What follows belongs to an exercise in optimizing a design on an open flow for small area, a short achievable clock period and few clock cycles; a production flow would make more cautious choices. Only simulation tests tie the RTL to the original design; equivalence was not proved. Power is estimated from default activity; no workload was simulated.

<file path="design/flow/design.v">
`timescale 1ns/10ps
module  ATCONV(
            input		clk,
            input		reset,
            output	reg	busy,
            input		ready,
            output reg	[11:0]	iaddr,
            input signed [12:0]	idata,
            output	reg 	cwr,
            output  reg	[11:0]	caddr_wr,
            output reg 	[12:0] 	cdata_wr,
            output	reg 	crd,
            output reg	[11:0] 	caddr_rd,
            input 	[12:0] 	cdata_rd,
            output reg 	csel
        );
reg [3:0] count; 
reg [12:0] addr; 
reg [1:0] CurrentState, NextState;
reg [9:0] max_pooling_addr;
reg signed [29:0] sum; 
wire signed [29:0] a;
reg signed [12:0] pixels;
reg signed [12:0] kernel;
assign a = pixels*kernel;
reg signed [12:0] data_temp_1 [5:0];
reg signed [12:0] data_temp_2 [5:0];
wire signed [29:0] temp1a;
wire signed [29:0] temp2a;
assign temp1a = -($signed({{17{data_temp_1[0][12]}},data_temp_1[0]}) + ($signed({{17{data_temp_1[1][12]}},data_temp_1[1]}) <<< 1)
                + ($signed({{17{data_temp_1[2][12]}},data_temp_1[2]}) <<< 2) - ($signed({{17{data_temp_1[3][12]}},data_temp_1[3]}) <<< 4)
                + $signed({{17{data_temp_1[4][12]}},data_temp_1[4]}) + ($signed({{17{data_temp_1[5][12]}},data_temp_1[5]}) <<< 1));
assign temp2a = -($signed({{17{data_temp_2[0][12]}},data_temp_2[0]}) + ($signed({{17{data_temp_2[1][12]}},data_temp_2[1]}) <<< 1)
                + ($signed({{17{data_temp_2[2][12]}},data_temp_2[2]}) <<< 2) - ($signed({{17{data_temp_2[3][12]}},data_temp_2[3]}) <<< 4)
                + $signed({{17{data_temp_2[4][12]}},data_temp_2[4]}) + ($signed({{17{data_temp_2[5][12]}},data_temp_2[5]}) <<< 1));
reg signed [12:0] cmpMax;
reg signed [12:0] temp;
wire need_swap;
assign need_swap = temp > cmpMax;
wire [12:0] addr2 = addr + 1;
wire [12:0] addr3 = addr + 64;
wire [12:0] addr4 = addr + 65;
parameter Initialize=0;
parameter Convolutional=1;
parameter Max_pooling=2;
parameter ok=3;
parameter Bias = {13'b1111111111111,13'h1FF4,4'd0};
always@(posedge clk or posedge reset)
begin
    if(reset)
    begin
        busy <= 0;
        cwr <= 0;
        crd <= 0;
        CurrentState <= Initialize;
    end
    else if(ready)
    begin
        busy <= 1;
        iaddr <= 0;
        cwr <= 0;
        crd <= 0;
        caddr_wr <= 0;
        cdata_wr <= 0;
        caddr_rd <= 0;
        CurrentState <= Convolutional;
        count <= 0;
        addr <= 0;
        sum <= 0;
        max_pooling_addr <= 0;
        temp <= 0;
        data_temp_1[0] <= 0;
        data_temp_1[1] <= 0;
        data_temp_1[2] <= 0;
        data_temp_1[3] <= 0;
        data_temp_1[4] <= 0;
        data_temp_1[5] <= 0;
        data_temp_2[0] <= 0;
        data_temp_2[1] <= 0;
        data_temp_2[2] <= 0;
        data_temp_2[3] <= 0;
        data_temp_2[4] <= 0;
        data_temp_2[5] <= 0;
    end
    else
    begin
        CurrentState <= NextState;
        case(CurrentState)
            Initialize:
            begin
            end
            Convolutional:
            begin
                case(count)
                    0:
                    begin
                        count <= count + 1;
                        sum <= 0;
                        if(addr[11:6] == 6'd0 || addr[11:6] == 6'd1 || addr[5:0] == 6'd0 || addr[5:0] == 6'd1)
                        begin
                            if(addr == 0||addr == 1||addr == 64||addr == 65)
                                iaddr <= 0;
                            else if(addr[5:0] == 6'd0) 
                                iaddr <= addr - 128;
                            else if(addr[5:0] == 6'd1) 
                                iaddr <= addr - 129;
                            else if(addr[11:6] == 6'd0) 
                                iaddr <= addr - 2;
                            else  
                                iaddr <= addr - 66;
                        end
                        else
                            iaddr <= addr - 130;
                    end
                    1:
                    begin
                        count <= count + 1;
                        pixels <= idata;
                        kernel <= 13'h1FFF;
                        if(addr[11:6] == 6'd0) 
                            iaddr <= addr;
                        else if(addr[11:6] == 6'd1) 
                            iaddr <= addr - 64;
                        else
                            iaddr <= addr - 128;
                    end
                    2:
                    begin
                        count <= count + 1;
                        kernel <= 13'h1FFE;
                        sum <= a;
                        pixels <= idata;
                        if(addr[11:6] == 6'd0 || addr[11:6] == 6'd1 || addr[5:0] == 6'd62 || addr[5:0] == 6'd63)
                        begin
                            if(addr == 62||addr == 63||addr == 126||addr == 127)
                                iaddr <= 63;
                            else if(addr[5:0] == 6'd63) 
                                iaddr <= addr - 128;
                            else if(addr[5:0] == 6'd62) 
                                iaddr <= addr - 127;
                            else if(addr[11:6] == 6'd0) 
                                iaddr <= addr + 2;
                            else  
                                iaddr <= addr - 62;
                        end
                        else
                            iaddr <= addr - 126;
                        if(addr[5:0] == 6'd0)
                        begin
                            data_temp_2[0] <= idata;
                        end
                        else if(addr[5:0] == 6'd1)
                        begin
                            data_temp_1[0] <= idata;
                        end
                    end
                    3:
                    begin
                        kernel <= 13'h1FFF;
                        pixels <= idata;
                        if(addr[5:0] == 6'd0)
                        begin
                            data_temp_2[1] <= idata;
                            sum <= sum + a;
                            count <= count + 1;
                            if(addr[5:0] == 6'd0) 
                                iaddr <= addr;
                            else if(addr[5:0] == 6'd1) 
                                iaddr <= addr - 1;
                            else
                                iaddr <= addr - 2;
                        end
                        else if(addr[5:0] == 6'd1)
                        begin
                            data_temp_1[1] <= idata;
                            sum <= sum + a;
                            count <= count + 1;
                            if(addr[5:0] == 6'd0) 
                                iaddr <= addr;
                            else if(addr[5:0] == 6'd1) 
                                iaddr <= addr - 1;
                            else
                                iaddr <= addr - 2;
                        end
                        else if(addr[0])
                        begin
                            data_temp_1[0] <= data_temp_1[1];
                            data_temp_1[1] <= idata;
                            sum <= temp1a;
                            count <= count + 3;
                            if(addr[5:0] == 6'd62) 
                                iaddr <= addr + 1;
                            else if(addr[5:0] == 6'd63) 
                                iaddr <= addr;
                            else
                                iaddr <= addr + 2;
                        end
                        else
                        begin
                            data_temp_2[0] <= data_temp_2[1];
                            data_temp_2[1] <= idata;
                            sum <= temp2a;
                            count <= count + 3;
                            if(addr[5:0] == 6'd62) 
                                iaddr <= addr + 1;
                            else if(addr[5:0] == 6'd63) 
                                iaddr <= addr;
                            else
                                iaddr <= addr + 2;
                        end
                    end
                    4:
                    begin
                        count <= count + 1;
                        kernel <= 13'h1FFC;
                        sum <= sum + a;
                        pixels <= idata;
                        iaddr <= addr;
                    end
                    5:
                    begin
                        count <= count + 1;
                        kernel <= 13'h0010;
                        sum <= sum + a;
                        pixels <= idata;
                        if(addr[5:0] == 6'd62) 
                            iaddr <= addr + 1;
                        else if(addr[5:0] == 6'd63) 
                            iaddr <= addr;
                        else
                            iaddr <= addr + 2;
                        if(addr[5:0] == 6'd0)
                        begin
                            data_temp_2[2] <= idata;
                        end
                        else if(addr[5:0] == 6'd1)
                        begin
                            data_temp_1[2] <= idata;
                        end
                    end
                    6:
                    begin
                        kernel <= 13'h1FFC;
                        sum <= sum + a;
                        pixels <= idata;
                        if(addr[5:0] == 6'd0)
                        begin
                            data_temp_2[3] <= idata;
                            count <= count + 1;
                            if(addr[11:6] == 6'd62 || addr[11:6] == 6'd63 || addr[5:0] == 6'd0 || addr[5:0] == 6'd1)
                            begin
                                if(addr == 3968||addr == 3969||addr == 4032||addr == 4033)
                                    iaddr <= 4032;
                                else if(addr[5:0] == 6'd0) 
                                    iaddr <= addr + 128;
                                else if(addr[5:0] == 6'd1) 
                                    iaddr <= addr + 127;
                                else if(addr[11:6] == 6'd62) 
                                    iaddr <= addr + 62;
                                else  
                                    iaddr <= addr - 2;
                            end
                            else
                                iaddr <= addr + 126;
                        end
                        else if(addr[5:0] == 6'd1)
                        begin
                            data_temp_1[3] <= idata;
                            count <= count + 1;
                            if(addr[11:6] == 6'd62 || addr[11:6] == 6'd63 || addr[5:0] == 6'd0 || addr[5:0] == 6'd1)
                            begin
                                if(addr == 3968||addr == 3969||addr == 4032||addr == 4033)
                                    iaddr <= 4032;
                                else if(addr[5:0] == 6'd0) 
                                    iaddr <= addr + 128;
                                else if(addr[5:0] == 6'd1) 
                                    iaddr <= addr + 127;
                                else if(addr[11:6] == 6'd62) 
                                    iaddr <= addr + 62;
                                else  
                                    iaddr <= addr - 2;
                            end
                            else
                                iaddr <= addr + 126;
                        end
                        else if(addr[0])
                        begin
                            data_temp_1[2] <= data_temp_1[3];
                            data_temp_1[3] <= idata;
                            count <= count + 3;
                            if(addr[11:6] == 6'd62 || addr[11:6] == 6'd63 || addr[5:0] == 6'd62 || addr[5:0] == 6'd63)
                            begin
                                if(addr == 4030||addr == 4031||addr == 4094||addr == 4095)
                                    iaddr <= 4095;
                                else if(addr[5:0] == 6'd62) 
                                    iaddr <= addr + 129;
                                else if(addr[5:0] == 6'd63) 
                                    iaddr <= addr + 128;
                                else if(addr[11:6] == 6'd62) 
                                    iaddr <= addr + 66;
                                else  
                                    iaddr <= addr + 2;
                            end
                            else
                                iaddr <= addr + 130;
                        end
                        else
                        begin
                            data_temp_2[2] <= data_temp_2[3];
                            data_temp_2[3] <= idata;
                            count <= count + 3;
                            if(addr[11:6] == 6'd62 || addr[11:6] == 6'd63 || addr[5:0] == 6'd62 || addr[5:0] == 6'd63)
                            begin
                                if(addr == 4030||addr == 4031||addr == 4094||addr == 4095)
                                    iaddr <= 4095;
                                else if(addr[5:0] == 6'd62) 
                                    iaddr <= addr + 129;
                                else if(addr[5:0] == 6'd63) 
                                    iaddr <= addr + 128;
                                else if(addr[11:6] == 6'd62) 
                                    iaddr <= addr + 66;
                                else  
                                    iaddr <= addr + 2;
                            end
                            else
                                iaddr <= addr + 130;
                        end
                    end
                    7:
                    begin
                        count <= count + 1;
                        kernel <= 13'h1FFF;
                        sum <= sum + a;
                        pixels <= idata;
                        if(addr[11:6] == 6'd62) 
                            iaddr <= addr + 64;
                        else if(addr[11:6] == 6'd63) 
                            iaddr <= addr;
                        else
                            iaddr <= addr + 128;
                    end
                    8:
                    begin
                        count <= count + 1;
                        kernel <= 13'h1FFE;
                        sum <= sum + a;
                        pixels <= idata;
                        if(addr[11:6] == 6'd62 || addr[11:6] == 6'd63 || addr[5:0] == 6'd62 || addr[5:0] == 6'd63)
                        begin
                            if(addr == 4030||addr == 4031||addr == 4094||addr == 4095)
                                iaddr <= 4095;
                            else if(addr[5:0] == 6'd62) 
                                iaddr <= addr + 129;
                            else if(addr[5:0] == 6'd63) 
                                iaddr <= addr + 128;
                            else if(addr[11:6] == 6'd62) 
                                iaddr <= addr + 66;
                            else  
                                iaddr <= addr + 2;
                        end
                        else
                            iaddr <= addr + 130;
                        if(addr[5:0] == 6'd0)
                        begin
                            data_temp_2[4] <= idata;
                        end
                        else if(addr[5:0] == 6'd1)
                        begin
                            data_temp_1[4] <= idata;
                        end
                    end
                    9:
                    begin
                        count <= count + 1;
                        kernel <= 13'h1FFF;
                        sum <= sum + a;
                        pixels <= idata;
                        if(addr[5:0] == 6'd0)
                        begin
                            data_temp_2[5] <= idata;
                        end
                        else if(addr[5:0] == 6'd1)
                        begin
                            data_temp_1[5] <= idata;
                        end
                        else if(addr[0])
                        begin
                            data_temp_1[4] <= data_temp_1[5];
                            data_temp_1[5] <= idata;
                        end
                        else
                        begin
                            data_temp_2[4] <= data_temp_2[5];
                            data_temp_2[5] <= idata;
                        end
                    end
                    10:
                    begin
                        count <= count + 1;
                        sum <= sum + a;
                    end
                    11:
                    begin
                        count <= count + 1;
                        sum <= sum + Bias;
                    end
                    12:
                    begin
                        count <= count + 1;
                        if(sum[29])
                        begin
                            cdata_wr <= 0;
                        end
                        else
                        begin
                            cdata_wr <= sum[16:4];
                        end
                        csel <= 0;
                        cwr <= 1;
                        caddr_wr <= addr;
                    end
                    13:
                    begin
                        cwr <= 0;
                        if(addr == 4095)
                        begin
                            count <= 0;
                            addr <= 0;
                        end
                        else if(addr[5:0] == 6'd63 || addr[5:0] == 6'd0)
                        begin
                            count <= 0;
                            addr <= addr + 1;
                        end
                        else
                        begin
                            count <= 3;
                            addr <= addr + 1;
                            if(addr[11:6] == 6'd0 || addr[11:6] == 6'd1 || addr[5:0] == 6'd61 || addr[5:0] == 6'd62)
                            begin
                                if(addr == 61 ||addr == 62||addr == 125||addr == 126)
                                    iaddr <= 63;
                                else if(addr[5:0] == 6'd61) 
                                    iaddr <= addr - 126;
                                else if(addr[5:0] == 6'd62) 
                                    iaddr <= addr - 127;
                                else if(addr[11:6] == 6'd0) 
                                    iaddr <= addr + 3;
                                else  
                                    iaddr <= addr - 61;
                            end
                            else
                                iaddr <= addr - 125;
                        end
                    end
                    default:
                    begin
                        count <= count + 1;
                    end
                endcase
            end
            Max_pooling:
            begin
                count <= count + 1;
                case(count)
                    0:
                    begin
                        crd <= 1;
                        caddr_rd <= addr;
                        csel <= 0;
                    end
                    1:
                    begin
                        cmpMax <= cdata_rd;
                        caddr_rd <= addr2; 
                    end
                    2:
                    begin
                        temp <= cdata_rd;
                        caddr_rd <= addr3;  
                    end
                    3:
                    begin
                        temp <= cdata_rd;
                        if(need_swap)
                            cmpMax <= temp;
                        caddr_rd <= addr4; 
                    end
                    4:
                    begin
                        temp <= cdata_rd;
                        if(need_swap)
                            cmpMax <= temp;
                    end
                    5:
                    begin
                        if(need_swap)
                            cmpMax <= temp;
                    end
                    6:
                    begin
                        if(cmpMax[3:0] > 4'b0)
                            cmpMax <= cmpMax + 13'd16;
                    end
                    7:
                    begin
                        cwr <= 1;
                        caddr_wr <= max_pooling_addr;
                        cdata_wr <={cmpMax[12:4],4'd0};
                        csel <= 1;
                    end
                    8:
                    begin
                        if(addr[5:0] == 6'd62)
                        begin
                            addr <= addr + 66;
                        end
                        else
                        begin
                            addr <= addr + 2;
                        end
                        count <= 0;
                        cwr <= 0;
                        max_pooling_addr <= max_pooling_addr + 1;
                    end
                    default:
                    begin
                    end
                endcase
            end
            ok:
            begin
                busy <= 0;
            end
        endcase
    end
end
always@(*)
begin
    case(CurrentState)
        Initialize:
        begin
            NextState = CurrentState;
        end
        Convolutional:
        begin
            if(count == 13 && addr == 4095)
                NextState = Max_pooling;
            else
                NextState = Convolutional;
        end
        Max_pooling:
        begin
            if(addr == 4096)
                NextState = ok;
            else
                NextState = Max_pooling;
        end
        ok:
        begin
            NextState = CurrentState;
        end
    endcase
end
endmodule
</file>
<file path="design/flow/config.mk">
export PLATFORM = sky130hd
export DESIGN_NAME = ATCONV
export DESIGN_NICKNAME = ATCONV
export VERILOG_FILES = /design/flow/design.v
export SDC_FILE = /design/flow/constraint.sdc
export NUM_CORES = 4
export LEC_CHECK = 0
export CAP_MARGIN = 20
export CORE_MARGIN = 2
export CORE_UTILIZATION = 40
export SLEW_MARGIN = 20
</file>
<file path="design/flow/constraint.sdc">
create_clock -name core_clock -period 10.0 [get_ports {clk}]
set_input_delay 2.0000 -clock core_clock [delete_from_list [all_inputs] [get_ports {clk}]]
set_output_delay 2.0000 -clock core_clock [all_outputs]
set_load 0.01 [all_outputs]
</file>
<file path="design/flow/run.sh">
#!/bin/bash
# synth_recipe.tcl (not shown) runs the flow's synth.tcl, then flattens the netlist and writes it again
# the make line also repeats each setting of config.mk as NAME=value (left out here)
make -C /OpenROAD-flow-scripts/flow DESIGN_CONFIG=/design/flow/config.mk WORK_HOME=/design/flow/orfs CLKGATE_MAP_FILE= SYNTH_SCRIPT=/design/flow/synth_recipe.tcl finish
</file>
==> summary.md <==
| Metric | Value |
|---|---|
| Clock buffer count from CTS | `38` |
| Minimum clock period | `8.42 ns` |
| Switching share of power | `about half` |
| FF-to-FF path depth | `28` |
| Most frequent cells in the layout | `nand2_1, inv_1, edfxtp_1` |
| Dpl cells | `4,151` |
| Vias in the first global route | `~25,000` |
| Nets | `3,703` |
| IO Pins | `82` |
| Die H | `278 microns` |
| Worst hold margin | `0.547 ns` |
| Sequential share of power | `13.4%` |
| Placer congestion estimate | `0.979` |
| Commonest non-fill, non-tap cell in the layout | `nand2_1` |
| Final std cells w/o fill | `4,220` |
| Synth cell types | `91` |
| Total of max-cap violations | `0` |
| Reg2Reg Setup Slack | `1.58 ns` |
| Post-Syn Area | `30,000 sq um` |
| Setup bufs post-CTS | `0` |
| Largest net degree at the start of global routing | `64` |
| Tcrit/Tclk final | `a little over four fifths` |
| DR WL/cell | `between 20 and 25 microns` |
| GR peak layer | `met2` |
| CTS clock-pin slew for the worst setup and hold paths | `0.06 ns` |
| CORE AREA | `74,300 sq um` |
| Top_reg_cell synth | `edfxtp_1` |
| Post-route ant nets | `0` |
| RSZ-0062 raised after global routing | `no` |
| Synth warnings | `3` |
| Hpwl dp | `71,600 microns` |
| Sw Pwr | `about 6.3 mW` |
| DR pass1 iterations | `8` |
| Worst vdd ir | `about 550 uV` |
| Crit path DAT | `8.74 ns` |
| Sequential area share after synthesis | `31.0%` |
| Leakage Power | `13.4 nW` |
| Slew of the pin with the lowest slew margin | `1.17 ns` |
| Starting Density | `40.3%` |
| Synth Instances | `3,215` |
| Sum Neg Setup Slack | `0 ns` |
| Synth Register Bits | `a little over 300` |
| Pint | `6.52 mW` |
| CP endpoint kind | `flip-flop` |
| Crit. Startpoint | `kernel[11]$_DFFE_PP_` |
| Final Hold Viols | `0` |
| CP endpoint | `sum[29]$_SDFFCE_PP0P_` |
| Final max-slew violation count | `0` |
| Reg-to-Reg End | `sum[29]$_SDFFCE_PP0P_` |
| Input/output buffers | `81` |
| CP peak stage delay | `0.57 ns` |
| Clock Root Buffer | `clkbuf_16` |
| Critical Path Most Common Cell | `fa_1` |
| Row cnt | `100` |
| Met2 Use GR | `around 40%` |
| Max Clock Skew | `0.0262 ns` |
| Critical path peak fanout | `20` |
| Crit path max-delay cell type | `fa_1` |
| Critical path required time | `10.31 ns` |
| Post-synth EDFFs | `305` |
| DR vias | `24,900` |
| Global routing usage on met1 | `33.8%` |
| Clk latency of the worst-skew pair | `0.58 ns` |
| Critical path class | `flip-flop to flip-flop` |
| Final setup violation count | `0` |
| Clock Tree Buf Depth | `3` |
| WL final | `97,500 microns` |
| Clock network power share | `12.1%` |
| Clock sink count | `310` |
| Starting DRT DRC Count | `about 2,600` |
| CTS tree | `built` |
| Layout cells sized above 1 | `4.83%` |
| Status | `complete, no violations` |
| Die width | `278 microns` |
| Net Count, Synth | `~3,700` |
| Comb power frac | `approximately three quarters` |
| Worst rel slew slack | `between 20 and 25%` |
| Drt drc | `0` |
| Syn Area/Cell | `9.32 sq um` |
| Hold Crit Class | `flip-flop to flip-flop` |
| Post-cts resize count | `0` |
| Global-route wire length before repair | `between 100,000 and 150,000 microns` |
| Async SR Flop Fraction | `1.61%` |
| Placed Instance Area | `31,800 sq um` |
| Critical R2R Launch | `kernel[11]$_DFFE_PP_` |
| Fin area | `33,200 sq um` |
| Vias per std cell | `5.89` |
| Cts-stage hold buffer count | `0` |
| # fillers | `7,181` |
| GRT overflow | `0` |
| Htree depth | `2` |
| Number of antenna violations at the first check in global routing | `1` |
| Total die area | `77,100 sq um` |
| Pwr/cell area | `386 nW/um^2` |
| Met3 Use GR | `4.16%` |
| CP startpoint kind | `flip-flop` |
| Maximum clock rate | `0.119 GHz` |
| Area delta synth->final | `10.7%` |
| GRT Util Overall | `around a quarter` |
## how the worst min path moves through the flow
stage                     start                to  slack, ns  cells past startpoint
6_report       busy$_DFFE_PP0P_  busy$_DFFE_PP0P_       0.55                      2
2_1_floorplan   crd$_DFFE_PP0P_   crd$_DFFE_PP0P_       0.53                      2
3_3_place_gp   busy$_DFFE_PP0P_  busy$_DFFE_PP0P_       0.54                      2
4_1_cts        busy$_DFFE_PP0P_  busy$_DFFE_PP0P_       0.55                      2
3_5_place_dp   busy$_DFFE_PP0P_  busy$_DFFE_PP0P_       0.54                      2
5_1_grt        busy$_DFFE_PP0P_  busy$_DFFE_PP0P_       0.58                      2
## final cells by class
type                    count  area [sq um]  share of cell area (%)
clock inverters            26           385                    1.16
diodes                      1          2.50                 0.00754
multi-input cells        2394         18800                    56.6
well taps                 969          1210                    3.66
repair buffers            136          1220                    3.69
flip-flops and latches    310          9280                    28.0
clock buffers              42           987                    2.98
inverters                 342          1280                    3.87
## cell families (layout without fill, tap and decap cells)
kind of cell | Yosys count | count (layout) | share of synthesized area (%)
adders and majority gates | 454 | 454 | 24.8
muxes | 18 | 18 | 0.614
buffers and inverters | 511 | 546 | 6.49
DFF | 310 | 310 | 31.0
and+or+nand+nor | 866 | 866 | 13.3
other | 0 | 1 | 0
xor gates and xnor gates | 187 | 187 | 5.47
AOI/OAI and AO/OA | 869 | 869 | 18.3
## flip-flops by register name, summed over array words and instances, names as in the netlist, 12 cells and up
register     cells
caddr_rd        12
cmpMax          13
temp            13
pixels          13
iaddr           12
addr            13
cdata_wr        13
sum             30
caddr_wr        12
data_temp_2     78
data_temp_1     78
## power groups by stage
stage | registers, mW | clock network [mW] | logic, mW
detailed placement | 1.75 | 0 | 9.36
finish | 1.72 | 1.55 | 9.54
global route | 1.74 | 1.62 | 10.6
CTS | 1.72 | 1.58 | 9.44
global placement | 1.74 | 0 | 9.44
floorplan | 1.70 | 0 | 7.23
## metal layers
layer,vias to the layer above,share of wire (%),wire (microns)
met5,-,0,0
met4,0,3.5,3400
met3,230,8.0,7750
met2,1110,47,45500
met1,12200,42,40800
li1,11300,-,-
## through the flow
step | setup slack, ns | total power [mW] | util [%]
global route | 1.00 | 13.9 | 44.6
detailed placement | 1.60 | 11.1 | 42.8
floorplan | 2.13 | 8.93 | -
finish | 1.58 | 12.8 | 44.6
CTS | 1.56 | 12.7 | 44.6
global placement | 1.76 | 11.2 | 42.8
## synthesized netlist by cell type, types with 8 or more instances
cell       instances  area [sq um]
a2111oi_0          8          70.1
a211oi_1          32           240
a21o_1            44           330
a21oi_1          302          1510
a221oi_1          23           201
a222oi_1          14           140
a22oi_1           23           173
a31oi_1           27           169
and2_1            47           294
and3_1            16           100
buf_1             28           105
buf_2             15          75.1
clkbuf_1         125           469
edfxtp_1         305          9160
fa_1             235          4700
ha_1             217          2720
inv_1            333          1250
mux2i_1           15           150
nand2_1          337          1260
nand2b_1          19           119
nand3_1           54           270
nand4_1           11          68.8
nor2_1           210           788
nor2b_1           45           282
nor3_1            56           280
nor4_1            12          75.1
o211ai_1          23           173
o21a_1            18           135
o21ai_0          150           751
o21ai_1           31           155
o21bai_1          15           113
o221ai_1          14           123
o22ai_1           37           231
o31ai_1           13          97.6
o32ai_1            9          78.8
or3_1             17           106
xnor2_1          125          1090
xor2_1            62           543
## critical path: cells and delay by family, from the launching register on
family,cells,cell delay [ns]
adders and majority gates,8,3.51
and+or+nand+nor,8,1.68
AOI/OAI and AO/OA,7,1.64
buffers and inverters,4,0.62
DFF,1,0.56
xor gates and xnor gates,1,0.18
Testbench counts, summed over its fixed seeds: cycles 930,888.

## port drivers added, routing unchanged
How much do the figures lean on ideal ports? The routed layout below was timed once more, with nothing changed but the port constraints. Step 1 assumes that a clkbuf_16 drives the clock port and a buf_2 every other input. Step 2 moves the port delays by t, midway between the first and last clock arrival at a register: inputs arrive t later, outputs are due t later. That takes back most of the time a late clock gives input paths. Slacks: ideal ports / drivers / drivers and shift; pairs: ideal ports / drivers.
t (ns): 0.631
setup slack, ns: 1.577 / 1.577 / 1.577
hold WS [ns]: 0.547 / 0.547 / 0.547
worst register clock-pin slew, ns: 0.06 / 0.06
worst slew at a driven data input, ns: 0.14
After both steps setup and hold are still met in this run. The setup slack of this run moves by 0.000 ns with the drivers and by 0.000 ns with both steps.
